From an optimization exercise on the open Yosys and OpenROAD flow, aimed at small area and a short achievable clock period; shortcuts taken in it are not production practice.
Function was checked by simulation only, so behaviour that the tests miss may differ from the original.
Power is estimated from default activity; no workload was simulated.

==> design/flow/flow/run.sh <==
#!/bin/bash
# The standard layout (standard.sh) with these changes:
#  - synthesis maps the logic with ABC scripts of its own (flow/synth.tcl)
#    and without Yosys's full-adder extraction;
#  - port buffers are sky130_fd_sc_hd__buf_1 cells;
#  - clock tree sinks are clustered by 20 within 100 um;
#  - timing repair up to clock tree synthesis aims for 6.2 ns of setup
#    slack, and after global routing for 6 ns.
# make's full output goes to make_cts.log and make_finish.log in the work folder.
set -euo pipefail
export OWN_WORK="$PWD"
export OWN_FLOW="$PWD/flow"
common=("SYNTH_SCRIPT=$PWD/flow/synth.tcl" ADDER_MAP_FILE=
        "BUFFER_PORTS_ARGS=-buffer_cell sky130_fd_sc_hd__buf_1")
bash standard.sh "${common[@]}" SETUP_SLACK_MARGIN=6.2 CTS_CLUSTER_SIZE=20 CTS_CLUSTER_DIAMETER=100 cts > make_cts.log 2>&1
bash standard.sh "${common[@]}" SETUP_SLACK_MARGIN=6 CTS_CLUSTER_SIZE=20 CTS_CLUSTER_DIAMETER=100 finish > make_finish.log 2>&1
==> design/flow/flow/abc_in.script <==
strash
dch
map -B 0.9
topo
stime -c
buffer -c
upsize -c
dnsize -c
==> design/flow/flow/abc_out.script <==
strash
dch -f
map -D 400
topo
buffer -p
upsize -D 400
dnsize -D 400
stime -p
==> design/flow/flow/synth.tcl <==
# The standard synthesis (synth_recipe.tcl in the work folder), with one
# change in the technology mapping of the logic: ABC first maps the logic
# between the registers and the output ports with a tight delay target
# (flow/abc_out.script), then all other logic (flow/abc_in.script).
# Registers are mapped before ABC runs, exactly as in the standard synthesis.
proc abc {args} {
  set i [lsearch -exact $args -script]
  if {$i >= 0} { set args [lreplace $args $i [expr {$i + 1}]] }
  set j [lsearch -exact $args -D]
  if {$j >= 0} { set args [lreplace $args $j [expr {$j + 1}]] }
  yosys select -set outcone o:* %cie*
  yosys abc -script $::env(OWN_FLOW)/abc_out.script {*}$args @outcone
  yosys select -clear
  yosys opt_clean
  yosys abc -script $::env(OWN_FLOW)/abc_in.script {*}$args
}
source $::env(OWN_WORK)/synth_recipe.tcl
==> design/flow/standard.sh <==
#!/bin/bash
# synth_recipe.tcl (not shown) runs the flow's synth.tcl, then flattens the netlist and writes it again
# the make line also repeats each setting of config.mk as NAME=value (left out here)
make -C /OpenROAD-flow-scripts/flow DESIGN_CONFIG=/design/flow/config.mk WORK_HOME=/design/flow/orfs CLKGATE_MAP_FILE= SYNTH_SCRIPT=/design/flow/synth_recipe.tcl "${@:-finish}"
==> design/flow/config.mk <==
export PLATFORM = sky130hd
export DESIGN_NAME = ex_cluster
export DESIGN_NICKNAME = ex_cluster
export VERILOG_FILES = /design/flow/design.v
export SDC_FILE = /design/flow/constraint.sdc
export NUM_CORES = 8
export LEC_CHECK = 0
export CAP_MARGIN = 20
export CORE_MARGIN = 2
export CORE_UTILIZATION = 40
export SLEW_MARGIN = 20
==> design/flow/constraint.sdc <==
create_clock -name core_clock -period 10.0 [get_ports {CLK}]
set_input_delay 2.0000 -clock core_clock [delete_from_list [all_inputs] [get_ports {CLK}]]
set_output_delay 2.0000 -clock core_clock [all_outputs]
set_load 0.01 [all_outputs]
==> design/flow/design.v <==
module alu(input  [31:0] a,
           input  [31:0] b,
           input  [3:0]  alucontrol,
           input         clr,
           input  [31:0] ext,
           input         ext_en,
           output [31:0] result,
           output        eq);
  wire        sub = alucontrol[3] | (alucontrol[1] & ~alucontrol[2]);
  wire [31:0] bx  = b ^ {32{sub}};
  wire [31:0] p   = a ^ bx;
  wire [31:0] g   = a & bx;
  wire [31:0] G0 = {g[31:1], g[0] | (p[0] & sub)};
  wire [31:0] P0 = p;
  wire [31:0] G1, P1;
  assign G1[0] = G0[0];
  assign P1[0] = P0[0];
  assign G1[1] = G0[1] | (P0[1] & G0[0]);
  assign P1[1] = P0[1] & P0[0];
  assign G1[2] = G0[2];
  assign P1[2] = P0[2];
  assign G1[3] = G0[3] | (P0[3] & G0[2]);
  assign P1[3] = P0[3] & P0[2];
  assign G1[4] = G0[4];
  assign P1[4] = P0[4];
  assign G1[5] = G0[5] | (P0[5] & G0[4]);
  assign P1[5] = P0[5] & P0[4];
  assign G1[6] = G0[6];
  assign P1[6] = P0[6];
  assign G1[7] = G0[7] | (P0[7] & G0[6]);
  assign P1[7] = P0[7] & P0[6];
  assign G1[8] = G0[8];
  assign P1[8] = P0[8];
  assign G1[9] = G0[9] | (P0[9] & G0[8]);
  assign P1[9] = P0[9] & P0[8];
  assign G1[10] = G0[10];
  assign P1[10] = P0[10];
  assign G1[11] = G0[11] | (P0[11] & G0[10]);
  assign P1[11] = P0[11] & P0[10];
  assign G1[12] = G0[12];
  assign P1[12] = P0[12];
  assign G1[13] = G0[13] | (P0[13] & G0[12]);
  assign P1[13] = P0[13] & P0[12];
  assign G1[14] = G0[14];
  assign P1[14] = P0[14];
  assign G1[15] = G0[15] | (P0[15] & G0[14]);
  assign P1[15] = P0[15] & P0[14];
  assign G1[16] = G0[16];
  assign P1[16] = P0[16];
  assign G1[17] = G0[17] | (P0[17] & G0[16]);
  assign P1[17] = P0[17] & P0[16];
  assign G1[18] = G0[18];
  assign P1[18] = P0[18];
  assign G1[19] = G0[19] | (P0[19] & G0[18]);
  assign P1[19] = P0[19] & P0[18];
  assign G1[20] = G0[20];
  assign P1[20] = P0[20];
  assign G1[21] = G0[21] | (P0[21] & G0[20]);
  assign P1[21] = P0[21] & P0[20];
  assign G1[22] = G0[22];
  assign P1[22] = P0[22];
  assign G1[23] = G0[23] | (P0[23] & G0[22]);
  assign P1[23] = P0[23] & P0[22];
  assign G1[24] = G0[24];
  assign P1[24] = P0[24];
  assign G1[25] = G0[25] | (P0[25] & G0[24]);
  assign P1[25] = P0[25] & P0[24];
  assign G1[26] = G0[26];
  assign P1[26] = P0[26];
  assign G1[27] = G0[27] | (P0[27] & G0[26]);
  assign P1[27] = P0[27] & P0[26];
  assign G1[28] = G0[28];
  assign P1[28] = P0[28];
  assign G1[29] = G0[29] | (P0[29] & G0[28]);
  assign P1[29] = P0[29] & P0[28];
  assign G1[30] = G0[30];
  assign P1[30] = P0[30];
  assign G1[31] = G0[31] | (P0[31] & G0[30]);
  assign P1[31] = P0[31] & P0[30];
  wire [31:0] G2, P2;
  assign G2[0] = G1[0];
  assign P2[0] = P1[0];
  assign G2[1] = G1[1];
  assign P2[1] = P1[1];
  assign G2[2] = G1[2] | (P1[2] & G1[1]);
  assign P2[2] = P1[2] & P1[1];
  assign G2[3] = G1[3] | (P1[3] & G1[1]);
  assign P2[3] = P1[3] & P1[1];
  assign G2[4] = G1[4];
  assign P2[4] = P1[4];
  assign G2[5] = G1[5];
  assign P2[5] = P1[5];
  assign G2[6] = G1[6] | (P1[6] & G1[5]);
  assign P2[6] = P1[6] & P1[5];
  assign G2[7] = G1[7] | (P1[7] & G1[5]);
  assign P2[7] = P1[7] & P1[5];
  assign G2[8] = G1[8];
  assign P2[8] = P1[8];
  assign G2[9] = G1[9];
  assign P2[9] = P1[9];
  assign G2[10] = G1[10] | (P1[10] & G1[9]);
  assign P2[10] = P1[10] & P1[9];
  assign G2[11] = G1[11] | (P1[11] & G1[9]);
  assign P2[11] = P1[11] & P1[9];
  assign G2[12] = G1[12];
  assign P2[12] = P1[12];
  assign G2[13] = G1[13];
  assign P2[13] = P1[13];
  assign G2[14] = G1[14] | (P1[14] & G1[13]);
  assign P2[14] = P1[14] & P1[13];
  assign G2[15] = G1[15] | (P1[15] & G1[13]);
  assign P2[15] = P1[15] & P1[13];
  assign G2[16] = G1[16];
  assign P2[16] = P1[16];
  assign G2[17] = G1[17];
  assign P2[17] = P1[17];
  assign G2[18] = G1[18] | (P1[18] & G1[17]);
  assign P2[18] = P1[18] & P1[17];
  assign G2[19] = G1[19] | (P1[19] & G1[17]);
  assign P2[19] = P1[19] & P1[17];
  assign G2[20] = G1[20];
  assign P2[20] = P1[20];
  assign G2[21] = G1[21];
  assign P2[21] = P1[21];
  assign G2[22] = G1[22] | (P1[22] & G1[21]);
  assign P2[22] = P1[22] & P1[21];
  assign G2[23] = G1[23] | (P1[23] & G1[21]);
  assign P2[23] = P1[23] & P1[21];
  assign G2[24] = G1[24];
  assign P2[24] = P1[24];
  assign G2[25] = G1[25];
  assign P2[25] = P1[25];
  assign G2[26] = G1[26] | (P1[26] & G1[25]);
  assign P2[26] = P1[26] & P1[25];
  assign G2[27] = G1[27] | (P1[27] & G1[25]);
  assign P2[27] = P1[27] & P1[25];
  assign G2[28] = G1[28];
  assign P2[28] = P1[28];
  assign G2[29] = G1[29];
  assign P2[29] = P1[29];
  assign G2[30] = G1[30] | (P1[30] & G1[29]);
  assign P2[30] = P1[30] & P1[29];
  assign G2[31] = G1[31] | (P1[31] & G1[29]);
  assign P2[31] = P1[31] & P1[29];
  wire [31:0] G3, P3;
  assign G3[0] = G2[0];
  assign P3[0] = P2[0];
  assign G3[1] = G2[1];
  assign P3[1] = P2[1];
  assign G3[2] = G2[2];
  assign P3[2] = P2[2];
  assign G3[3] = G2[3];
  assign P3[3] = P2[3];
  assign G3[4] = G2[4] | (P2[4] & G2[3]);
  assign P3[4] = P2[4] & P2[3];
  assign G3[5] = G2[5] | (P2[5] & G2[3]);
  assign P3[5] = P2[5] & P2[3];
  assign G3[6] = G2[6] | (P2[6] & G2[3]);
  assign P3[6] = P2[6] & P2[3];
  assign G3[7] = G2[7] | (P2[7] & G2[3]);
  assign P3[7] = P2[7] & P2[3];
  assign G3[8] = G2[8];
  assign P3[8] = P2[8];
  assign G3[9] = G2[9];
  assign P3[9] = P2[9];
  assign G3[10] = G2[10];
  assign P3[10] = P2[10];
  assign G3[11] = G2[11];
  assign P3[11] = P2[11];
  assign G3[12] = G2[12] | (P2[12] & G2[11]);
  assign P3[12] = P2[12] & P2[11];
  assign G3[13] = G2[13] | (P2[13] & G2[11]);
  assign P3[13] = P2[13] & P2[11];
  assign G3[14] = G2[14] | (P2[14] & G2[11]);
  assign P3[14] = P2[14] & P2[11];
  assign G3[15] = G2[15] | (P2[15] & G2[11]);
  assign P3[15] = P2[15] & P2[11];
  assign G3[16] = G2[16];
  assign P3[16] = P2[16];
  assign G3[17] = G2[17];
  assign P3[17] = P2[17];
  assign G3[18] = G2[18];
  assign P3[18] = P2[18];
  assign G3[19] = G2[19];
  assign P3[19] = P2[19];
  assign G3[20] = G2[20] | (P2[20] & G2[19]);
  assign P3[20] = P2[20] & P2[19];
  assign G3[21] = G2[21] | (P2[21] & G2[19]);
  assign P3[21] = P2[21] & P2[19];
  assign G3[22] = G2[22] | (P2[22] & G2[19]);
  assign P3[22] = P2[22] & P2[19];
  assign G3[23] = G2[23] | (P2[23] & G2[19]);
  assign P3[23] = P2[23] & P2[19];
  assign G3[24] = G2[24];
  assign P3[24] = P2[24];
  assign G3[25] = G2[25];
  assign P3[25] = P2[25];
  assign G3[26] = G2[26];
  assign P3[26] = P2[26];
  assign G3[27] = G2[27];
  assign P3[27] = P2[27];
  assign G3[28] = G2[28] | (P2[28] & G2[27]);
  assign P3[28] = P2[28] & P2[27];
  assign G3[29] = G2[29] | (P2[29] & G2[27]);
  assign P3[29] = P2[29] & P2[27];
  assign G3[30] = G2[30] | (P2[30] & G2[27]);
  assign P3[30] = P2[30] & P2[27];
  assign G3[31] = G2[31] | (P2[31] & G2[27]);
  assign P3[31] = P2[31] & P2[27];
  wire [31:0] G4, P4;
  assign G4[0] = G3[0];
  assign P4[0] = P3[0];
  assign G4[1] = G3[1];
  assign P4[1] = P3[1];
  assign G4[2] = G3[2];
  assign P4[2] = P3[2];
  assign G4[3] = G3[3];
  assign P4[3] = P3[3];
  assign G4[4] = G3[4];
  assign P4[4] = P3[4];
  assign G4[5] = G3[5];
  assign P4[5] = P3[5];
  assign G4[6] = G3[6];
  assign P4[6] = P3[6];
  assign G4[7] = G3[7];
  assign P4[7] = P3[7];
  assign G4[8] = G3[8] | (P3[8] & G3[7]);
  assign P4[8] = P3[8] & P3[7];
  assign G4[9] = G3[9] | (P3[9] & G3[7]);
  assign P4[9] = P3[9] & P3[7];
  assign G4[10] = G3[10] | (P3[10] & G3[7]);
  assign P4[10] = P3[10] & P3[7];
  assign G4[11] = G3[11] | (P3[11] & G3[7]);
  assign P4[11] = P3[11] & P3[7];
  assign G4[12] = G3[12] | (P3[12] & G3[7]);
  assign P4[12] = P3[12] & P3[7];
  assign G4[13] = G3[13] | (P3[13] & G3[7]);
  assign P4[13] = P3[13] & P3[7];
  assign G4[14] = G3[14] | (P3[14] & G3[7]);
  assign P4[14] = P3[14] & P3[7];
  assign G4[15] = G3[15] | (P3[15] & G3[7]);
  assign P4[15] = P3[15] & P3[7];
  assign G4[16] = G3[16];
  assign P4[16] = P3[16];
  assign G4[17] = G3[17];
  assign P4[17] = P3[17];
  assign G4[18] = G3[18];
  assign P4[18] = P3[18];
  assign G4[19] = G3[19];
  assign P4[19] = P3[19];
  assign G4[20] = G3[20];
  assign P4[20] = P3[20];
  assign G4[21] = G3[21];
  assign P4[21] = P3[21];
  assign G4[22] = G3[22];
  assign P4[22] = P3[22];
  assign G4[23] = G3[23];
  assign P4[23] = P3[23];
  assign G4[24] = G3[24] | (P3[24] & G3[23]);
  assign P4[24] = P3[24] & P3[23];
  assign G4[25] = G3[25] | (P3[25] & G3[23]);
  assign P4[25] = P3[25] & P3[23];
  assign G4[26] = G3[26] | (P3[26] & G3[23]);
  assign P4[26] = P3[26] & P3[23];
  assign G4[27] = G3[27] | (P3[27] & G3[23]);
  assign P4[27] = P3[27] & P3[23];
  assign G4[28] = G3[28] | (P3[28] & G3[23]);
  assign P4[28] = P3[28] & P3[23];
  assign G4[29] = G3[29] | (P3[29] & G3[23]);
  assign P4[29] = P3[29] & P3[23];
  assign G4[30] = G3[30] | (P3[30] & G3[23]);
  assign P4[30] = P3[30] & P3[23];
  assign G4[31] = G3[31] | (P3[31] & G3[23]);
  assign P4[31] = P3[31] & P3[23];
  wire [31:0] G5, P5;
  assign G5[0] = G4[0];
  assign P5[0] = P4[0];
  assign G5[1] = G4[1];
  assign P5[1] = P4[1];
  assign G5[2] = G4[2];
  assign P5[2] = P4[2];
  assign G5[3] = G4[3];
  assign P5[3] = P4[3];
  assign G5[4] = G4[4];
  assign P5[4] = P4[4];
  assign G5[5] = G4[5];
  assign P5[5] = P4[5];
  assign G5[6] = G4[6];
  assign P5[6] = P4[6];
  assign G5[7] = G4[7];
  assign P5[7] = P4[7];
  assign G5[8] = G4[8];
  assign P5[8] = P4[8];
  assign G5[9] = G4[9];
  assign P5[9] = P4[9];
  assign G5[10] = G4[10];
  assign P5[10] = P4[10];
  assign G5[11] = G4[11];
  assign P5[11] = P4[11];
  assign G5[12] = G4[12];
  assign P5[12] = P4[12];
  assign G5[13] = G4[13];
  assign P5[13] = P4[13];
  assign G5[14] = G4[14];
  assign P5[14] = P4[14];
  assign G5[15] = G4[15];
  assign P5[15] = P4[15];
  assign G5[16] = G4[16] | (P4[16] & G4[15]);
  assign P5[16] = P4[16] & P4[15];
  assign G5[17] = G4[17] | (P4[17] & G4[15]);
  assign P5[17] = P4[17] & P4[15];
  assign G5[18] = G4[18] | (P4[18] & G4[15]);
  assign P5[18] = P4[18] & P4[15];
  assign G5[19] = G4[19] | (P4[19] & G4[15]);
  assign P5[19] = P4[19] & P4[15];
  assign G5[20] = G4[20] | (P4[20] & G4[15]);
  assign P5[20] = P4[20] & P4[15];
  assign G5[21] = G4[21] | (P4[21] & G4[15]);
  assign P5[21] = P4[21] & P4[15];
  assign G5[22] = G4[22] | (P4[22] & G4[15]);
  assign P5[22] = P4[22] & P4[15];
  assign G5[23] = G4[23] | (P4[23] & G4[15]);
  assign P5[23] = P4[23] & P4[15];
  assign G5[24] = G4[24] | (P4[24] & G4[15]);
  assign P5[24] = P4[24] & P4[15];
  assign G5[25] = G4[25] | (P4[25] & G4[15]);
  assign P5[25] = P4[25] & P4[15];
  assign G5[26] = G4[26] | (P4[26] & G4[15]);
  assign P5[26] = P4[26] & P4[15];
  assign G5[27] = G4[27] | (P4[27] & G4[15]);
  assign P5[27] = P4[27] & P4[15];
  assign G5[28] = G4[28] | (P4[28] & G4[15]);
  assign P5[28] = P4[28] & P4[15];
  assign G5[29] = G4[29] | (P4[29] & G4[15]);
  assign P5[29] = P4[29] & P4[15];
  assign G5[30] = G4[30] | (P4[30] & G4[15]);
  assign P5[30] = P4[30] & P4[15];
  assign G5[31] = G4[31] | (P4[31] & G4[15]);
  assign P5[31] = P4[31] & P4[15];
  wire [32:0] c   = {G5, sub};
  wire [31:0] s   = p ^ c[31:0];
  wire        lt  = c[32] ^ (alucontrol[0] | p[31]);
  wire use_x   = ~clr & ext_en;
  wire alu_ok  = ~clr & ~ext_en;
  wire sel_ar  = alu_ok & ~alucontrol[3] & ~alucontrol[2];
  wire sel_lt  = alu_ok &  alucontrol[3];
  wire lg_ok   = alu_ok & ~alucontrol[3] &  alucontrol[2];
  wire k_g     = lg_ok & ~alucontrol[1];                        
  wire k_p     = lg_ok & (alucontrol[1] ^ alucontrol[0]);       
  wire k_n     = lg_ok &  alucontrol[1] & alucontrol[0];        
  assign result = ({32{sel_ar}} & s) | ({32{k_g}} & g) | ({32{k_p}} & p) |
                  ({32{k_n}} & ~(p | g)) | ({32{use_x}} & ext) |
                  {31'd0, sel_lt & lt};
  assign eq     = &p;
endmodule
module tgt_add(input  [21:0] pc,
               input  [21:0] imm,
               output [21:0] t,
               output        co);
  wire [21:0] p = pc[21:0] ^ imm;
  wire [21:0] g = pc[21:0] & imm;
  wire [21:0] G0 = g;
  wire [21:0] P0 = p;
  wire [21:0] G1, P1;
  assign G1[0] = G0[0];
  assign P1[0] = P0[0];
  assign G1[1] = G0[1] | (P0[1] & G0[0]);
  assign P1[1] = P0[1] & P0[0];
  assign G1[2] = G0[2];
  assign P1[2] = P0[2];
  assign G1[3] = G0[3] | (P0[3] & G0[2]);
  assign P1[3] = P0[3] & P0[2];
  assign G1[4] = G0[4];
  assign P1[4] = P0[4];
  assign G1[5] = G0[5] | (P0[5] & G0[4]);
  assign P1[5] = P0[5] & P0[4];
  assign G1[6] = G0[6];
  assign P1[6] = P0[6];
  assign G1[7] = G0[7] | (P0[7] & G0[6]);
  assign P1[7] = P0[7] & P0[6];
  assign G1[8] = G0[8];
  assign P1[8] = P0[8];
  assign G1[9] = G0[9] | (P0[9] & G0[8]);
  assign P1[9] = P0[9] & P0[8];
  assign G1[10] = G0[10];
  assign P1[10] = P0[10];
  assign G1[11] = G0[11] | (P0[11] & G0[10]);
  assign P1[11] = P0[11] & P0[10];
  assign G1[12] = G0[12];
  assign P1[12] = P0[12];
  assign G1[13] = G0[13] | (P0[13] & G0[12]);
  assign P1[13] = P0[13] & P0[12];
  assign G1[14] = G0[14];
  assign P1[14] = P0[14];
  assign G1[15] = G0[15] | (P0[15] & G0[14]);
  assign P1[15] = P0[15] & P0[14];
  assign G1[16] = G0[16];
  assign P1[16] = P0[16];
  assign G1[17] = G0[17] | (P0[17] & G0[16]);
  assign P1[17] = P0[17] & P0[16];
  assign G1[18] = G0[18];
  assign P1[18] = P0[18];
  assign G1[19] = G0[19] | (P0[19] & G0[18]);
  assign P1[19] = P0[19] & P0[18];
  assign G1[20] = G0[20];
  assign P1[20] = P0[20];
  assign G1[21] = G0[21] | (P0[21] & G0[20]);
  assign P1[21] = P0[21] & P0[20];
  wire [21:0] G2, P2;
  assign G2[0] = G1[0];
  assign P2[0] = P1[0];
  assign G2[1] = G1[1];
  assign P2[1] = P1[1];
  assign G2[2] = G1[2] | (P1[2] & G1[1]);
  assign P2[2] = P1[2] & P1[1];
  assign G2[3] = G1[3] | (P1[3] & G1[1]);
  assign P2[3] = P1[3] & P1[1];
  assign G2[4] = G1[4];
  assign P2[4] = P1[4];
  assign G2[5] = G1[5];
  assign P2[5] = P1[5];
  assign G2[6] = G1[6] | (P1[6] & G1[5]);
  assign P2[6] = P1[6] & P1[5];
  assign G2[7] = G1[7] | (P1[7] & G1[5]);
  assign P2[7] = P1[7] & P1[5];
  assign G2[8] = G1[8];
  assign P2[8] = P1[8];
  assign G2[9] = G1[9];
  assign P2[9] = P1[9];
  assign G2[10] = G1[10] | (P1[10] & G1[9]);
  assign P2[10] = P1[10] & P1[9];
  assign G2[11] = G1[11] | (P1[11] & G1[9]);
  assign P2[11] = P1[11] & P1[9];
  assign G2[12] = G1[12];
  assign P2[12] = P1[12];
  assign G2[13] = G1[13];
  assign P2[13] = P1[13];
  assign G2[14] = G1[14] | (P1[14] & G1[13]);
  assign P2[14] = P1[14] & P1[13];
  assign G2[15] = G1[15] | (P1[15] & G1[13]);
  assign P2[15] = P1[15] & P1[13];
  assign G2[16] = G1[16];
  assign P2[16] = P1[16];
  assign G2[17] = G1[17];
  assign P2[17] = P1[17];
  assign G2[18] = G1[18] | (P1[18] & G1[17]);
  assign P2[18] = P1[18] & P1[17];
  assign G2[19] = G1[19] | (P1[19] & G1[17]);
  assign P2[19] = P1[19] & P1[17];
  assign G2[20] = G1[20];
  assign P2[20] = P1[20];
  assign G2[21] = G1[21];
  assign P2[21] = P1[21];
  wire [21:0] G3, P3;
  assign G3[0] = G2[0];
  assign P3[0] = P2[0];
  assign G3[1] = G2[1];
  assign P3[1] = P2[1];
  assign G3[2] = G2[2];
  assign P3[2] = P2[2];
  assign G3[3] = G2[3];
  assign P3[3] = P2[3];
  assign G3[4] = G2[4] | (P2[4] & G2[3]);
  assign P3[4] = P2[4] & P2[3];
  assign G3[5] = G2[5] | (P2[5] & G2[3]);
  assign P3[5] = P2[5] & P2[3];
  assign G3[6] = G2[6] | (P2[6] & G2[3]);
  assign P3[6] = P2[6] & P2[3];
  assign G3[7] = G2[7] | (P2[7] & G2[3]);
  assign P3[7] = P2[7] & P2[3];
  assign G3[8] = G2[8];
  assign P3[8] = P2[8];
  assign G3[9] = G2[9];
  assign P3[9] = P2[9];
  assign G3[10] = G2[10];
  assign P3[10] = P2[10];
  assign G3[11] = G2[11];
  assign P3[11] = P2[11];
  assign G3[12] = G2[12] | (P2[12] & G2[11]);
  assign P3[12] = P2[12] & P2[11];
  assign G3[13] = G2[13] | (P2[13] & G2[11]);
  assign P3[13] = P2[13] & P2[11];
  assign G3[14] = G2[14] | (P2[14] & G2[11]);
  assign P3[14] = P2[14] & P2[11];
  assign G3[15] = G2[15] | (P2[15] & G2[11]);
  assign P3[15] = P2[15] & P2[11];
  assign G3[16] = G2[16];
  assign P3[16] = P2[16];
  assign G3[17] = G2[17];
  assign P3[17] = P2[17];
  assign G3[18] = G2[18];
  assign P3[18] = P2[18];
  assign G3[19] = G2[19];
  assign P3[19] = P2[19];
  assign G3[20] = G2[20] | (P2[20] & G2[19]);
  assign P3[20] = P2[20] & P2[19];
  assign G3[21] = G2[21] | (P2[21] & G2[19]);
  assign P3[21] = P2[21] & P2[19];
  wire [21:0] G4, P4;
  assign G4[0] = G3[0];
  assign P4[0] = P3[0];
  assign G4[1] = G3[1];
  assign P4[1] = P3[1];
  assign G4[2] = G3[2];
  assign P4[2] = P3[2];
  assign G4[3] = G3[3];
  assign P4[3] = P3[3];
  assign G4[4] = G3[4];
  assign P4[4] = P3[4];
  assign G4[5] = G3[5];
  assign P4[5] = P3[5];
  assign G4[6] = G3[6];
  assign P4[6] = P3[6];
  assign G4[7] = G3[7];
  assign P4[7] = P3[7];
  assign G4[8] = G3[8] | (P3[8] & G3[7]);
  assign P4[8] = P3[8] & P3[7];
  assign G4[9] = G3[9] | (P3[9] & G3[7]);
  assign P4[9] = P3[9] & P3[7];
  assign G4[10] = G3[10] | (P3[10] & G3[7]);
  assign P4[10] = P3[10] & P3[7];
  assign G4[11] = G3[11] | (P3[11] & G3[7]);
  assign P4[11] = P3[11] & P3[7];
  assign G4[12] = G3[12] | (P3[12] & G3[7]);
  assign P4[12] = P3[12] & P3[7];
  assign G4[13] = G3[13] | (P3[13] & G3[7]);
  assign P4[13] = P3[13] & P3[7];
  assign G4[14] = G3[14] | (P3[14] & G3[7]);
  assign P4[14] = P3[14] & P3[7];
  assign G4[15] = G3[15] | (P3[15] & G3[7]);
  assign P4[15] = P3[15] & P3[7];
  assign G4[16] = G3[16];
  assign P4[16] = P3[16];
  assign G4[17] = G3[17];
  assign P4[17] = P3[17];
  assign G4[18] = G3[18];
  assign P4[18] = P3[18];
  assign G4[19] = G3[19];
  assign P4[19] = P3[19];
  assign G4[20] = G3[20];
  assign P4[20] = P3[20];
  assign G4[21] = G3[21];
  assign P4[21] = P3[21];
  wire [21:0] G5, P5;
  assign G5[0] = G4[0];
  assign P5[0] = P4[0];
  assign G5[1] = G4[1];
  assign P5[1] = P4[1];
  assign G5[2] = G4[2];
  assign P5[2] = P4[2];
  assign G5[3] = G4[3];
  assign P5[3] = P4[3];
  assign G5[4] = G4[4];
  assign P5[4] = P4[4];
  assign G5[5] = G4[5];
  assign P5[5] = P4[5];
  assign G5[6] = G4[6];
  assign P5[6] = P4[6];
  assign G5[7] = G4[7];
  assign P5[7] = P4[7];
  assign G5[8] = G4[8];
  assign P5[8] = P4[8];
  assign G5[9] = G4[9];
  assign P5[9] = P4[9];
  assign G5[10] = G4[10];
  assign P5[10] = P4[10];
  assign G5[11] = G4[11];
  assign P5[11] = P4[11];
  assign G5[12] = G4[12];
  assign P5[12] = P4[12];
  assign G5[13] = G4[13];
  assign P5[13] = P4[13];
  assign G5[14] = G4[14];
  assign P5[14] = P4[14];
  assign G5[15] = G4[15];
  assign P5[15] = P4[15];
  assign G5[16] = G4[16] | (P4[16] & G4[15]);
  assign P5[16] = P4[16] & P4[15];
  assign G5[17] = G4[17] | (P4[17] & G4[15]);
  assign P5[17] = P4[17] & P4[15];
  assign G5[18] = G4[18] | (P4[18] & G4[15]);
  assign P5[18] = P4[18] & P4[15];
  assign G5[19] = G4[19] | (P4[19] & G4[15]);
  assign P5[19] = P4[19] & P4[15];
  assign G5[20] = G4[20] | (P4[20] & G4[15]);
  assign P5[20] = P4[20] & P4[15];
  assign G5[21] = G4[21] | (P4[21] & G4[15]);
  assign P5[21] = P4[21] & P4[15];
  wire [22:0] c = {G5, 1'b0};
  assign t  = p ^ c[21:0];
  assign co = c[22];
endmodule
module EX #(parameter BR = 0, parameter WD = 0)
         (input         CLK,
          input         reset,
          input         ALUSrc,
          input  [3:0]  ALUControl,
          input         Branch,
          input         BranchN,
          input  [31:0] RD1,
          input  [31:0] RD2,
          input  [31:0] ExtImm,
          input  [31:0] PCPlus4,
          input  [3:0]  Tag,
          input         Pred,
          output        PCSrc,
          output [31:0] ALUOut,
          output [31:0] WriteData,
          output [31:0] PCBranch,
          output [3:0]  Tago,
          output [4:0]  BTAPTag,
          output [31:0] BTAPAddr);
  wire [31:0] Imm  = {{16{ExtImm[16]}}, ExtImm[15:0]};
  wire [31:0] SrcB = ALUSrc ? Imm : RD2;
  wire [31:0] res;
  wire        eq;
  wire [31:0] brv;
  wire        brsel;
  alu a1(.a(RD1), .b(SrcB), .alucontrol(ALUControl), .clr(reset), .ext(brv), .ext_en(brsel),
         .result(res), .eq(eq));
  reg [3:0] TagE;
  always @(posedge CLK)
    TagE <= reset ? 4'd0 : Tag;
  assign Tago = TagE;
  generate
    if (WD) begin : g_wd
      reg [31:0] WDE;
      always @(posedge CLK)
        WDE <= reset ? 32'd0 : RD2;
      assign WriteData = WDE;
    end else begin : g_nowd
      assign WriteData = 32'd0;
    end
    if (BR) begin : g_br
      wire        isbr  = Branch | BranchN;
      wire        taken = (Branch & eq) | (BranchN & ~eq);
      localparam LO = 22;
      localparam HI = 30 - LO;
      wire [LO-1:0] tlo;
      wire          co;
      tgt_add ta(.pc(PCPlus4[LO+1:2]), .imm({{(LO-16){ExtImm[15]}}, ExtImm[15:0]}), .t(tlo), .co(co));
      wire          up   = co & ~ExtImm[15];
      wire          down = ~co & ExtImm[15];
      assign brv   = {PCPlus4[31:LO+2], tlo, up, down};
      assign brsel = isbr;
      reg  [31:0]   OutE;
      reg  [LO-1:0] PCLoE;
      reg           TakenE, PCSrcE;
      always @(posedge CLK) begin
        OutE   <= res;
        PCLoE  <= PCPlus4[LO+1:2];
        TakenE <= taken;
        PCSrcE <= taken ^ Pred;
      end
      wire [HI-1:0] hi = OutE[31:LO+2];
      wire [HI-1:0] flip;
      genvar i;
      for (i = 0; i < HI; i = i + 1) begin : g_flip
        if (i == 0) begin : g0
          assign flip[i] = OutE[1] | OutE[0];
        end else begin : gi
          assign flip[i] = (OutE[1] & (&hi[i-1:0])) | (OutE[0] & ~(|hi[i-1:0]));
        end
      end
      assign ALUOut   = OutE;
      assign BTAPAddr = {hi ^ flip, OutE[LO+1:2], 2'b00};
      assign PCBranch = {hi ^ (flip & {HI{TakenE}}), TakenE ? OutE[LO+1:2] : PCLoE, 2'b00};
      assign PCSrc    = PCSrcE;
      assign BTAPTag  = PCLoE[4:0] - 5'd1;
    end else begin : g_nobr
      assign brv   = 32'd0;
      assign brsel = 1'b0;
      reg [31:0] OutE;
      always @(posedge CLK)
        OutE <= res;
      assign ALUOut   = OutE;
      assign BTAPAddr = 32'd0;
      assign PCBranch = 32'd0;
      assign PCSrc    = 1'b0;
      assign BTAPTag  = 5'd0;
    end
  endgenerate
endmodule
module ex_cluster(input         CLK,
                  input         reset,
                  input         ALUSrcD1,
                  input  [3:0]  ALUControlD1,
                  input         BranchD1,
                  input         BranchND1,
                  input  [31:0] RDD11,
                  input  [31:0] RDD21,
                  input  [31:0] ExtImmD1,
                  input  [31:0] PCPlus41,
                  input  [3:0]  TagD1,
                  input         PredD1,
                  input         ALUSrcD2,
                  input  [3:0]  ALUControlD2,
                  input         BranchD2,
                  input         BranchND2,
                  input  [31:0] RDD12,
                  input  [31:0] RDD22,
                  input  [31:0] ExtImmD2,
                  input  [31:0] PCPlus42,
                  input  [3:0]  TagD2,
                  input         PredD2,
                  input         ALUSrcD3,
                  input  [3:0]  ALUControlD3,
                  input  [31:0] RDD13,
                  input  [31:0] RDD23,
                  input  [31:0] ExtImmD3,
                  input  [3:0]  TagD3,
                  input         ALUSrcD4,
                  input  [3:0]  ALUControlD4,
                  input  [31:0] RDD14,
                  input  [31:0] RDD24,
                  input  [31:0] ExtImmD4,
                  input  [3:0]  TagD4,
                  output        PCSrc1,
                  output [31:0] ALUOutE1,
                  output [3:0]  TagoE1,
                  output [31:0] PCBranch1,
                  output [4:0]  BTAPTag1,
                  output [31:0] BTAPAddr1,
                  output        PCSrc2,
                  output [31:0] ALUOutE2,
                  output [3:0]  TagoE2,
                  output [31:0] PCBranch2,
                  output [4:0]  BTAPTag2,
                  output [31:0] BTAPAddr2,
                  output [31:0] ALUOutE3,
                  output [31:0] WriteDataE3,
                  output [3:0]  TagoE3,
                  output [31:0] ALUOutE4,
                  output [3:0]  TagoE4);
  wire [31:0] unused_wd1, unused_wd2, unused_wd4;
  wire [31:0] unused_pcb3, unused_pcb4, unused_ba3, unused_ba4;
  wire [4:0]  unused_bt3, unused_bt4;
  wire        unused_ps3, unused_ps4;
  EX #(.BR(1), .WD(0)) ex1(.CLK(CLK), .reset(reset),
         .ALUSrc(ALUSrcD1), .ALUControl(ALUControlD1), .Branch(BranchD1), .BranchN(BranchND1),
         .RD1(RDD11), .RD2(RDD21), .ExtImm(ExtImmD1), .PCPlus4(PCPlus41), .Tag(TagD1), .Pred(PredD1),
         .PCSrc(PCSrc1), .ALUOut(ALUOutE1), .WriteData(unused_wd1), .PCBranch(PCBranch1), .Tago(TagoE1), .BTAPTag(BTAPTag1), .BTAPAddr(BTAPAddr1));
  EX #(.BR(1), .WD(0)) ex2(.CLK(CLK), .reset(reset),
         .ALUSrc(ALUSrcD2), .ALUControl(ALUControlD2), .Branch(BranchD2), .BranchN(BranchND2),
         .RD1(RDD12), .RD2(RDD22), .ExtImm(ExtImmD2), .PCPlus4(PCPlus42), .Tag(TagD2), .Pred(PredD2),
         .PCSrc(PCSrc2), .ALUOut(ALUOutE2), .WriteData(unused_wd2), .PCBranch(PCBranch2), .Tago(TagoE2), .BTAPTag(BTAPTag2), .BTAPAddr(BTAPAddr2));
  EX #(.BR(0), .WD(1)) ex3(.CLK(CLK), .reset(reset),
         .ALUSrc(ALUSrcD3), .ALUControl(ALUControlD3), .Branch(1'b0), .BranchN(1'b0),
         .RD1(RDD13), .RD2(RDD23), .ExtImm(ExtImmD3), .PCPlus4(32'd0), .Tag(TagD3), .Pred(1'b0),
         .PCSrc(unused_ps3), .ALUOut(ALUOutE3), .WriteData(WriteDataE3), .PCBranch(unused_pcb3), .Tago(TagoE3), .BTAPTag(unused_bt3), .BTAPAddr(unused_ba3));
  EX #(.BR(0), .WD(0)) ex4(.CLK(CLK), .reset(reset),
         .ALUSrc(ALUSrcD4), .ALUControl(ALUControlD4), .Branch(1'b0), .BranchN(1'b0),
         .RD1(RDD14), .RD2(RDD24), .ExtImm(ExtImmD4), .PCPlus4(32'd0), .Tag(TagD4), .Pred(1'b0),
         .PCSrc(unused_ps4), .ALUOut(ALUOutE4), .WriteData(unused_wd4), .PCBranch(unused_pcb4), .Tago(TagoE4), .BTAPTag(unused_bt4), .BTAPAddr(unused_ba4));
endmodule
==> notes.md, run 1 <==
Status: finished clean
Nets@finish: 5423
First-pass GRT wire length: 140000 um
PwrDens: 115 mW/mm^2
Unrepaired setup endpoints after global routing: yes
Area share of the largest cell type after synthesis: 0.268
Max VDD drop: 122 uV
Core Area: 0.0575 mm^2
Fmax: 253 MHz
Net Sw Power: 1.41 mW
Max Root-Sink Buffers: 3
Total Routing Usage GR: 0.296
Combinational power share: 0.447
Final Setup Violations: 0
CTS buffer count: 17
Req. time, crit path: 8.00 ns
Initial antenna violation count: 24
Vias in the first global route: 25200
Register area share after synthesis: 0.194
Post-synth top cells: nand2_1 (1654), inv_1 (573), nand3_1 (406)
Util after Layout: 0.478
Cell area after synthesis: 0.0231 mm^2
FF+latch area: 0.00452 mm^2
Placed cells: 5634
I/O pins: 808
Crit path buf inv count: 1
Largest net degree at the start of global routing: 51
Switching Fraction: 0.447
Final setup TNS: 0 ns
1st-pass router iterations: 7
Final std cells w/o fill: 5722
Post-synth EDFFs: 0
Yosys top cell by area: nand2_1
Slew margin rel.: 0.287
CTS root buffer: clkbuf_16
Sequential Power Share: 0.322
Synth Register Bits: 224
DRT antenna net count: 0
Clock Power Share: 0.232
Startpoint types: register
Hold/Removal Path Class: in -> reg
Die X: 244 um
Area growth syn-to-layout: 18.7%
Pleak: 14.5 nW
H-tree levels: 1
Synthesized area per cell: 5.40 um^2
Number of remaining DRC errors: 0
Crit Path Category: reg -> out
Via/cell ratio: 5.07
Worst path depth: 5
Row count: 88
Clock Pin Slew Worst Setup and Hold Paths: 0.09 ns
Yosys synthesis warning count: 3
Routability Congestion: 0.967
MaxCap Viol Count: 0
Slowest CP cell: dfxtp_4
Measured slew at the worst slew-check pin: 1.07 ns
Clock sinks: 224
DP HPWL: 71500 um
Initial Utilization: 0.403
Layout cell share with drive strength beyond 1: 0.0715
Top cell family by delay on the critical path: simple AND/OR/NAND/NOR gates
Most numerous cell in the Yosys netlist: nand2_1
Worst Path Max Fanout: 7
Post-DR wirelength/cell: 16.6 um
Hold depth: 1
Critical path endpoint category: output pin
Hold EP: ex1.g_br.PCLoE[0]
CP arrival: 1.96 ns
Worst-path cell chain: nor3b_4 -> nand2_2 -> o21ai_4 -> xor2_2 -> buf_2
DRT iter0 DRCs: 2020
Main flop type after synthesis: dfxtp_1
Power Total: 3.16 mW
Final min period: 3.96 ns
Die Y-Extent: 244 um
Routed wire length: 94800 um
Min Hold Slack: 1.59 ns
Critical Path Max Stage Delay: 0.37 ns
Synth async-reset ratio: 0
Post-Synthesis Cells: 4285
Internal: 1.75 mW
Fin. Hold Viols: 0
Layout fillers: 6415
Via count: 29000
Worst Hold Launch: PCPlus41[2]
IO Port Bufs: 735
Global route total overflow: 0
Cell variety after synth: 67
Slew Viols, Final: 0
Synth area leaders: nand2_1 (27%), dfxtp_1 (19%), inv_1 (9.3%), nand3_1 (8.8%), nor2_1 (5.6%)
Tcrit/Tclk final: 0.396
Die area: 0.0598 mm^2
TritonCTS clock tree: yes
Multi-input logic area: 0.0156 mm^2
## cells in the final DEF (no fill, tap or decap), types with 16 or more instances in the layout
| cell | count |
|---|---|
| a21oi_1 | 214 |
| a31oi_1 | 17 |
| buf_1 | 706 |
| buf_2 | 16 |
| buf_4 | 38 |
| clkbuf_16 | 19 |
| dfxtp_1 | 208 |
| diode_2 | 17 |
| inv_1 | 565 |
| inv_2 | 28 |
| nand2_1 | 1638 |
| nand2_2 | 59 |
| nand2_4 | 17 |
| nand3_1 | 402 |
| nand3b_1 | 34 |
| nand4_1 | 21 |
| nor2_1 | 335 |
| nor2_2 | 25 |
| nor3_1 | 30 |
| o21ai_0 | 151 |
| o21ai_1 | 25 |
| o22ai_1 | 69 |
| xnor2_1 | 35 |
| xor2_1 | 40 |
## worst max path at each step
stage                     slack [ns]                 to               from
after global placement          4.60   ex1.g_br.OutE[1]              reset
after detailed placement        4.66   ex1.g_br.OutE[1]              reset
after global routing            5.98      BTAPAddr1[28]  ex1.g_br.OutE[25]
after floorplan                 6.20  ex2.g_br.OutE[30]           ALUSrcD2
after CTS                       6.06      BTAPAddr1[28]  ex1.g_br.OutE[24]
final                           6.04      BTAPAddr1[28]  ex1.g_br.OutE[25]
## metal layers
metal / vias to the layer above / global-route usage / part of all wire
met5: - / 0 / 0.0012
met4: 16 / 0.106 / 0.033
met3: 154 / 0.0517 / 0.085
met2: 1091 / 0.492 / 0.46
met1: 12900 / 0.383 / 0.42
li1: 14800 / - / -
## power groups by stage
stage                     Clock, mW  Combinational (mW)  Sequential [mW]
after floorplan                   0               0.955             1.05
after global placement            0                1.32             1.04
after detailed placement          0                1.32             1.04
after CTS                     0.750                1.37             1.02
after global routing          0.784                1.59             1.02
final                         0.732                1.41             1.02
## logic make-up after synthesis
group | synth area share
AO/OA/AOI/OAI | 0.142
XOR/XNOR | 0.0325
buffers and inverters | 0.151
flip-flops | 0.194
other | 0.000162
AND/OR/NAND/NOR | 0.480
## per-stage QoR
step                      area [um^2]  setup slack, ns
final                           27500             6.04
after global routing            27500             5.98
after CTS                       27100             6.06
after detailed placement        25900             4.66
after global placement          25900             4.60
after floorplan                 23200             6.20
## state kept, by name (all words and copies together), names as in the netlist
register         flops
ex2.TagE             4
ex2.g_br.PCLoE      22
ex3.g_wd.WDE        32
ex2.g_br.PCSrcE      1
ex3.TagE             4
ex2.g_br.TakenE      1
ex1.g_br.TakenE      1
ex1.g_br.PCLoE      22
ex1.g_br.PCSrcE      1
ex2.g_br.OutE       32
ex3.g_nobr.OutE     32
ex1.g_br.OutE       32
ex4.g_nobr.OutE     32
ex1.TagE             4
ex4.TagE             4
## final cells by class
class / instances / share of cell area
clock inverters: 9 / 0.00282
repair buffers: 783 / 0.125
repair inverters: 4 / 0.00114
diodes: 17 / 0.00155
multi-input cells: 3294 / 0.568
clock buffers: 19 / 0.0161
flip-flops and latches: 224 / 0.165
well taps: 765 / 0.0349
inverters: 607 / 0.0857
## repair_timing
action / in CTS / in global routing
endpoints found under the hold margin: 0 / 0
buffers inserted: 18 / 6
setup endpoints to repair: 188 / 81
gates cloned: 11 / 7
gates resized for setup: 142 / 30
pin swaps: 11 / 8
hold buffers: 0 / 0
==> run 2, diff against run 1 <==
--- a/design/flow/design.v
+++ b/design/flow/design.v
@@ -1,3 +1,5 @@
 module alu(input  [31:0] a,
-           input  [31:0] b,
+           input  [31:0] r2,
+           input  [31:0] imm,
+           input         alusrc,
            input  [3:0]  alucontrol,
@@ -9,3 +11,6 @@
   wire        sub = alucontrol[3] | (alucontrol[1] & ~alucontrol[2]);
-  wire [31:0] bx  = b ^ {32{sub}};
+  wire        s_im = alusrc;
+  wire        s_r2 = ~alusrc & ~sub;
+  wire        s_nr = ~alusrc & sub;
+  wire [31:0] bx  = ({32{s_im}} & imm) | ({32{s_r2}} & r2) | ({32{s_nr}} & ~r2);
   wire [31:0] p   = a ^ bx;
@@ -613,3 +618,2 @@
   wire [31:0] Imm  = {{16{ExtImm[16]}}, ExtImm[15:0]};
-  wire [31:0] SrcB = ALUSrc ? Imm : RD2;
   wire [31:0] res;
@@ -618,3 +622,3 @@
   wire        brsel;
-  alu a1(.a(RD1), .b(SrcB), .alucontrol(ALUControl), .clr(reset), .ext(brv), .ext_en(brsel),
+  alu a1(.a(RD1), .r2(RD2), .imm(Imm), .alusrc(ALUSrc), .alucontrol(ALUControl), .clr(reset), .ext(brv), .ext_en(brsel),
          .result(res), .eq(eq));
==> run 2 against run 1 <==
Still clean; synthesized area is 6.2% lower; worst setup slack improved by 0.033 ns; sequential share of layout area barely moved; largest cell class unchanged; non-clock buffer count grew 72; count of clock-buffer cells in the layout down 1.
==> notes.md, run 2 <==
Status: finished clean
Fmax: 255 MHz (+0.84%)
Hold/Removal Path Class: in -> reg
Via count: 27300 (-5.7%)
Number of remaining DRC errors: 0 (unchanged)
Main flop type after synthesis: dfxtp_1
Post-DR wirelength/cell: 17.7 um (+6.7%)
XOR/XNOR share of the synthesized area: 0.0129 (-0.0196)
Via/cell ratio: 5.15 (+1.6%)
Commonest non-fill, non-tap cell in the layout: nand2_1
Final min period: 3.92 ns (-0.0331 ns)
Most numerous cell in the Yosys netlist: nand2_1
Routed wire length: 93800 um (-0.97%)
Die Y-Extent: 237 um (-3.1%)
Total Routing Usage GR: 0.314 (+0.0185)
Layout fillers: 5815 (-9.4%)
Routability Congestion: 0.961 (-0.60%)
Core Area: 0.0537 mm^2 (-6.6%)
DRT iter0 DRCs: 1976 (-2.2%)
Util after Layout: 0.511 (+0.0329)
Critical path endpoint category: register
Clock Pin Slew Worst Setup and Hold Paths: 0.08 ns (about the same)
DRT antenna net count: 0 (unchanged)
Post-synth top cells: nand2_1 (1278), inv_1 (463), nor2_1 (394)
Setup WS pre-CTS: 4.65 ns (-0.0103 ns)
DP HPWL: 69900 um (-2.2%)
Global route total overflow: 0 (unchanged)
Final setup TNS: 0 ns (unchanged)
Crit path buf inv count: 5 (+4)
1st-pass router iterations: 6 (-1)
Cell area after synthesis: 0.0217 mm^2 (-6.2%)
Yosys synthesis warning count: 3 (unchanged)
CTS root buffer: clkbuf_16
Top cell family by delay on the critical path: buffers and inverters
Mux contribution to synthesized area: 0 (unchanged)
Vias in the first global route: 24000 (-4.8%)
Final setup margin: 6.08 ns (+0.0331 ns)
Worst Hold Launch: PCPlus42[14]
Pleak: 13.3 nW (-8.5%)
Power Total: 3.07 mW (-2.8%)
Clock sinks: 224 (unchanged)
Slowest CP cell: clkinvlp_4
Register area share after synthesis: 0.207 (+0.0128)
Post-Synth Simple-Gate Area: 0.465 (-0.0146)
Area share of the largest cell type after synthesis: 0.221 (-0.0473)
Critical Path Max Stage Delay: 0.52 ns (+0.15 ns)
Layout cell share with drive strength beyond 1: 0.144 (+0.0723)
Fin. Hold Viols: 0 (unchanged)
Largest family of logic cells by synthesized area: simple AND/OR/NAND/NOR gates
Post-Synth Adder-Cell Area: 0 (unchanged)
Synth async-reset ratio: 0 (unchanged)
Slew Viols, Final: 0 (unchanged)
Req. time, crit path: 10.42 ns (+2.42 ns)
PwrDens: 112 mW/mm^2 (-2.7%)
Unrepaired setup endpoints after global routing: yes
TritonCTS clock tree: yes
Cell variety after synth: 67 (unchanged)
Initial antenna violation count: 35 (+46%)
Final Setup Violations: 0 (unchanged)
CTS buffer count: 17 (unchanged)
Worst-path cell chain: buf_2 -> buf_12 -> inv_1 -> nand3_1 -> nor2_1 -> inv_1 -> nor2_1 -> clkinvlp_4 -> o22ai_1 -> a21oi_1 -> o211ai_1
Slew margin rel.: 0.318 (+0.0305)
Crit. Startpoint: reset
Largest net degree at the start of global routing: 45 (-12%)
Nets@finish: 5077 (-6.4%)
Synth Register Bits: 224 (unchanged)
Area growth syn-to-layout: 26.4%
Post-Synthesis Cells: 3839 (-10%)
I/O pins: 808 (unchanged)
First-pass GRT wire length: 138000 um (-1.8%)
Tcrit/Tclk final: 0.392 (-0.00331)
Synth Area in Compound Gates: 0.180 (+0.0375)
Startpoint types: input port
Post-synth EDFFs: 0 (unchanged)
Crit Path Category: in -> reg
Row count: 85 (-3.4%)
CP arrival: 4.34 ns (+2.38 ns)
Measured slew at the worst slew-check pin: 1.02 ns (-0.0489 ns)
IO Port Bufs: 735 (unchanged)
H-tree levels: 1 (unchanged)
Die X: 237 um (-3.1%)
Most frequent cells in the layout: nand2_1 (1222), buf_1 (703), inv_1 (440)
Die area: 0.0561 mm^2 (-6.1%)
Worst Path Max Fanout: 44 (+37)
MaxCap Viol Count: 0 (unchanged)
Yosys top cell by area: nand2_1
Initial Utilization: 0.404 (+0.00161)
Max Root-Sink Buffers: 3 (unchanged)
Synth area leaders: nand2_1 (22%), dfxtp_1 (21%), inv_1 (8.0%), nand3_1 (7.6%), nor2_1 (6.8%)
Hold_buf cts: 0 (unchanged)
Synthesized area per cell: 5.65 um^2 (+4.7%)
Max VDD drop: 140 uV (+14%)
==> run 2: what timing repair did <==
item / CTS / global route
buffers inserted: 75 / 21
gates resized for setup: 200 / 66
cloned: 23 / 2
pin swaps: 38 / 24
endpoints found under the setup margin: 197 / 72
==> run 2: metrics by stage <==
stage	hold slack, ns	instances	instance area [um^2]
2_1_floorplan	2.03	3846	22100
3_3_place_gp	2.15	5141	24800
3_5_place_dp	2.15	5141	24800
4_1_cts	1.58	5265	26900
5_1_grt	1.59	5299	27400
6_report	1.61	5311	27400
==> run 2: area by class of cell <==
cell class | count | area (um^2) | share of cell area
clock buffer | 18 | 429 | 0.0156
antenna | 23 | 57.6 | 0.00210
sequential | 224 | 4530 | 0.165
clock inverter | 8 | 75.1 | 0.00274
timing repair inverter | 8 | 60.1 | 0.00219
tap | 696 | 871 | 0.0318
multi-input combinational | 2976 | 15400 | 0.560
timing repair buffer | 855 | 4060 | 0.148
inverter | 503 | 1980 | 0.0723
==> run 2: worst paths after layout <==
check,to,cells past startpoint
hold / removal,ex2.g_br.PCLoE[12],1
setup / recovery,ex2.g_br.OutE[16],11
==> run 2: kinds of logic after synthesis <==
family | Yosys count
AND/OR/NAND/NOR | 2317
buffers and inverters | 660
AO/OA/AOI/OAI | 606
flip-flops | 224
XOR/XNOR | 31
other | 1
==> run 2: routing by layer <==
layer	track usage	vias up	routed length (um)
li1	-	13900	-
met1	0.409	12100	39200
met2	0.507	1128	42100
met3	0.0737	176	9170
met4	0.110	26	3190
met5	0	-	175
==> run 2: report_power, final <==
part / internal (mW) / switching (mW) / total, mW
Clock: 0.321 / 0.400 / 0.721
Combinational: 0.463 / 0.872 / 1.34
Sequential: 0.962 / 0.0551 / 1.02
Total: 1.75 / 1.33 / 3.07
==> run 3, diff against run 2 <==
--- a/design/flow/flow/run.sh
+++ b/design/flow/flow/run.sh
@@ -5,3 +5,2 @@
 #  - port buffers are sky130_fd_sc_hd__buf_1 cells;
-#  - clock tree sinks are clustered by 20 within 100 um;
 #  - timing repair up to clock tree synthesis aims for 6.2 ns of setup
@@ -14,3 +13,3 @@
         "BUFFER_PORTS_ARGS=-buffer_cell sky130_fd_sc_hd__buf_1")
-bash standard.sh "${common[@]}" SETUP_SLACK_MARGIN=6.2 CTS_CLUSTER_SIZE=20 CTS_CLUSTER_DIAMETER=100 cts > make_cts.log 2>&1
-bash standard.sh "${common[@]}" SETUP_SLACK_MARGIN=6 CTS_CLUSTER_SIZE=20 CTS_CLUSTER_DIAMETER=100 finish > make_finish.log 2>&1
+bash standard.sh "${common[@]}" SETUP_SLACK_MARGIN=6.2  cts > make_cts.log 2>&1
+bash standard.sh "${common[@]}" SETUP_SLACK_MARGIN=6  finish > make_finish.log 2>&1
==> run 3 against run 2 <==
Design area is essentially flat; critical path depth fell by 5; combinational power decreased by 4%; synthesized area unchanged; die area stayed put; routed wire length shrank 1.1%; maximum frequency up 0.89%; sequential share of layout area is essentially flat; first-iteration DRC count is 5.7% higher; still clean; non-clock buffer count down 25; total power increased by 10%.
==> notes.md, run 3 <==
Post-synth top cells: nand2_1 (1278), inv_1 (463), nor2_1 (394)
Fmax: 257 MHz (+0.89%)
Post-DR wirelength/cell: 17.5 um (-0.92%)
Register area share after synthesis: 0.207 (unchanged)
Via/cell ratio: 5.13 (-0.28%)
Routability Congestion: 0.961 (unchanged)
Most frequent cells in the layout: nand2_1 (1238), buf_1 (703), inv_1 (442)
Final min period: 3.89 ns (-0.0346 ns)
Crit. Startpoint: ex1.g_br.OutE[25]
Commonest non-fill, non-tap cell in the layout: nand2_1
Initial antenna violation count: 31 (-11%)
CTS root buffer: clkbuf_16
Cell variety after synth: 67 (unchanged)
Fin. Hold Viols: 0 (unchanged)
PwrDens: 124 mW/mm^2 (+10%)
Final setup TNS: 0 ns (unchanged)
Core Area: 0.0537 mm^2 (unchanged)
Nets@finish: 5061 (-0.32%)
Critical path endpoint category: output pin
Yosys top cell by area: nand2_1
Max VDD drop: 127 uV (-9.1%)
Unrepaired setup endpoints after global routing: yes
Crit Path Category: reg -> out
Synth Register Bits: 224 (unchanged)
Cell area after synthesis: 0.0217 mm^2 (unchanged)
Req. time, crit path: 8.00 ns (-2.42 ns)
First-pass GRT wire length: 137000 um (-0.57%)
I/O pins: 808 (unchanged)
H-tree levels: 1 (unchanged)
Slew Viols, Final: 0 (unchanged)
Area growth syn-to-layout: 26.3% (about the same)
TritonCTS clock tree: yes
Row count: 85 (unchanged)
Top sig layer: met5
Critical Path Sink: PCBranch1[31]
Pleak: 13.3 nW (+0.17%)
Clock Power Share: 0.317 (+0.082)
Die X: 237 um (unchanged)
IO Port Bufs: 735 (unchanged)
Final Setup Violations: 0 (unchanged)
Area share of the largest cell type after synthesis: 0.221 (unchanged)
Hold/Removal Path Class: in -> reg
Net Sw Power: 1.37 mW (+3.1%)
Vias in the first global route: 23900 (-0.16%)
Via count: 27200 (-0.41%)
Synthesized area per cell: 5.65 um^2 (unchanged)
MaxCap Viol Count: 0 (unchanged)
Switching Fraction: 0.404 (-0.0277)
Internal: 2.02 mW (+16%)
Clock sinks: 224 (unchanged)
Global route total overflow: 0 (unchanged)
Met2 WL post-DR: 41000 um (-2.5%)
CTS buffer count: 29 (+12)
Combinational power share: 0.382 (-0.052)
Clock Pin Slew Worst Setup and Hold Paths: 0.07 ns (about the same)
Post-synth EDFFs: 0 (unchanged)
Startpoint types: register
Synth area leaders: nand2_1 (22%), dfxtp_1 (21%), inv_1 (8.0%), nand3_1 (7.6%), nor2_1 (6.8%)
Wl on met1: 39100 um (-0.33%)
Die Y-Extent: 237 um (unchanged)
DP HPWL: 69900 um (unchanged)
Initial Utilization: 0.404 (unchanged)
Synth async-reset ratio: 0 (unchanged)
Post-Synthesis Cells: 3839 (unchanged)
DRT iter0 DRCs: 2088 (+5.7%)
Largest net degree at the start of global routing: 45 (unchanged)
Most numerous cell in the Yosys netlist: nand2_1
Total Routing Usage GR: 0.312 (-0.00221)
Main flop type after synthesis: dfxtp_1
Tcrit/Tclk final: 0.389 (-0.00346)
Die area: 0.0561 mm^2 (unchanged)
CP arrival: 1.89 ns (-2.45 ns)
Hold_buf cts: 0 (unchanged)
Worst Path Max Fanout: 3 (-93%)
Measured slew at the worst slew-check pin: 1.04 ns (+0.0263 ns)
Layout cell share with drive strength beyond 1: 0.135 (-0.00862)
DR WL met3: 9200 um (+0.33%)
DRT antenna net count: 0 (unchanged)
1st-pass router iterations: 6 (unchanged)
Number of remaining DRC errors: 0 (unchanged)
Min Hold Slack: 1.55 ns (-0.0573 ns)
Sequential Power Share: 0.301 (-0.030)
Slew margin rel.: 0.300 (-0.0177)
Yosys synthesis warning count: 3 (unchanged)
Routed wire length: 92900 um (-1.1%)
Status: finished clean
Max Root-Sink Buffers: 3 (unchanged)
-- run 3: metrics by stage --
step / total power [mW] / util / instance area (um^2) / setup slack (ns) / std cells
floorplan: 1.88 / - / 22100 / 6.11 / 3846
global placement: 2.20 / 0.462 / 24800 / 4.59 / 5141
detailed placement: 2.21 / 0.462 / 24800 / 4.65 / 5141
CTS: 3.36 / 0.503 / 27000 / 6.08 / 5269
global route: 3.59 / 0.510 / 27400 / 5.94 / 5295
finish: 3.39 / 0.510 / 27400 / 6.11 / 5304
-- run 3: worst max-delay path, stage by stage (launching register included) --
cell	delay (ns)
dfxtp_4	0.38
nor3b_4	0.25
buf_4	0.16
a32oi_2	0.11
o21bai_1	0.16
nand2_1	0.09
buf_6	0.14
-- run 3: power groups by stage --
stage	Clock (mW)	Combinational (mW)	Sequential, mW
floorplan	0	0.834	1.05
global placement	0	1.17	1.04
detailed placement	0	1.17	1.04
CTS	1.09	1.25	1.02
global route	1.13	1.44	1.02
finish	1.07	1.29	1.02
-- run 3: cell type report --
| class | instances | area (um^2) |
|---|---|---|
| Inverter | 503 | 1980 |
| Timing Repair inverter | 8 | 60.1 |
| Multi-Input combinational cell | 2973 | 15200 |
| Clock buffer | 36 | 792 |
| Clock inverter | 15 | 153 |
| Sequential cell | 224 | 4530 |
| Tap cell | 696 | 871 |
| Timing Repair Buffer | 830 | 3770 |
| Antenna cell | 19 | 47.5 |
| Fill cell | 5800 | 26300 |
-- run 3: worst min path at each step --
stage | start | end | cells past startpoint
2_1_floorplan | PCPlus41[2] | ex1.g_br.PCLoE[0] | 0
3_3_place_gp | PCPlus41[9] | ex1.g_br.PCLoE[7] | 1
3_5_place_dp | PCPlus41[9] | ex1.g_br.PCLoE[7] | 1
4_1_cts | PCPlus41[9] | ex1.g_br.PCLoE[7] | 1
5_1_grt | PCPlus41[10] | ex1.g_br.PCLoE[8] | 1
6_report | PCPlus41[9] | ex1.g_br.PCLoE[7] | 1
-- run 3: cells by family after synthesis --
| logic type | Yosys count | synth area share |
|---|---|---|
| buf+inv | 660 | 0.135 |
| flops | 224 | 0.207 |
| simple gates | 2317 | 0.465 |
| other cells | 1 | 0.000173 |
| compound gates | 606 | 0.180 |
| xor+xnor | 31 | 0.0129 |
-- run 3: metal layers --
layer	vias up	global-route usage
li1	13800	-
met1	12100	0.406
met2	1125	0.499
met3	185	0.0740
met4	20	0.117
met5	-	0
-- run 3: what timing repair did --
| item | 4_1_cts | 5_1_grt |
|---|---|---|
| cloned | 19 | 2 |
| endpoints found under the setup margin | 201 | 74 |
| hold endpoints to repair | 0 | 0 |
| pin swaps | 31 | 14 |
| gates resized for setup | 171 | 51 |
| setup buffers | 58 | 14 |

## static timing again, ports no longer ideal
In the flow no input, the clock included, has a driving cell. The finished layouts below were timed again as built, in two steps. Step 1 (the two cells are an assumption about what drives the block):
set clk [get_ports {CLK}]
set_driving_cell -lib_cell sky130_fd_sc_hd__clkbuf_16 $clk
set_driving_cell -lib_cell sky130_fd_sc_hd__buf_2 [delete_from_list [all_inputs] $clk]
Step 2 also shifts input and output timing later by t, the mid clock arrival at the registers, as if the neighbouring blocks saw the same clock. a / b / c = no drivers / after step 1 / after step 2; a / b = the first two.
run	shift t [ns]	slack for setup (ns)	worst slew at a driven data input, ns	cell pins on the clock port's net
run 1	0.605	6.044 / 5.984 / 5.571	0.18	1
run 2	0.589	6.078 / 6.079 / 5.490	0.18	1
run 3	0.641	6.112 / 6.053 / 5.466	0.19	1
After both steps setup and hold are still met in every run listed. The setup slack of run 3, which loses most, moves by -0.059 ns with the drivers and by -0.646 ns with both steps.
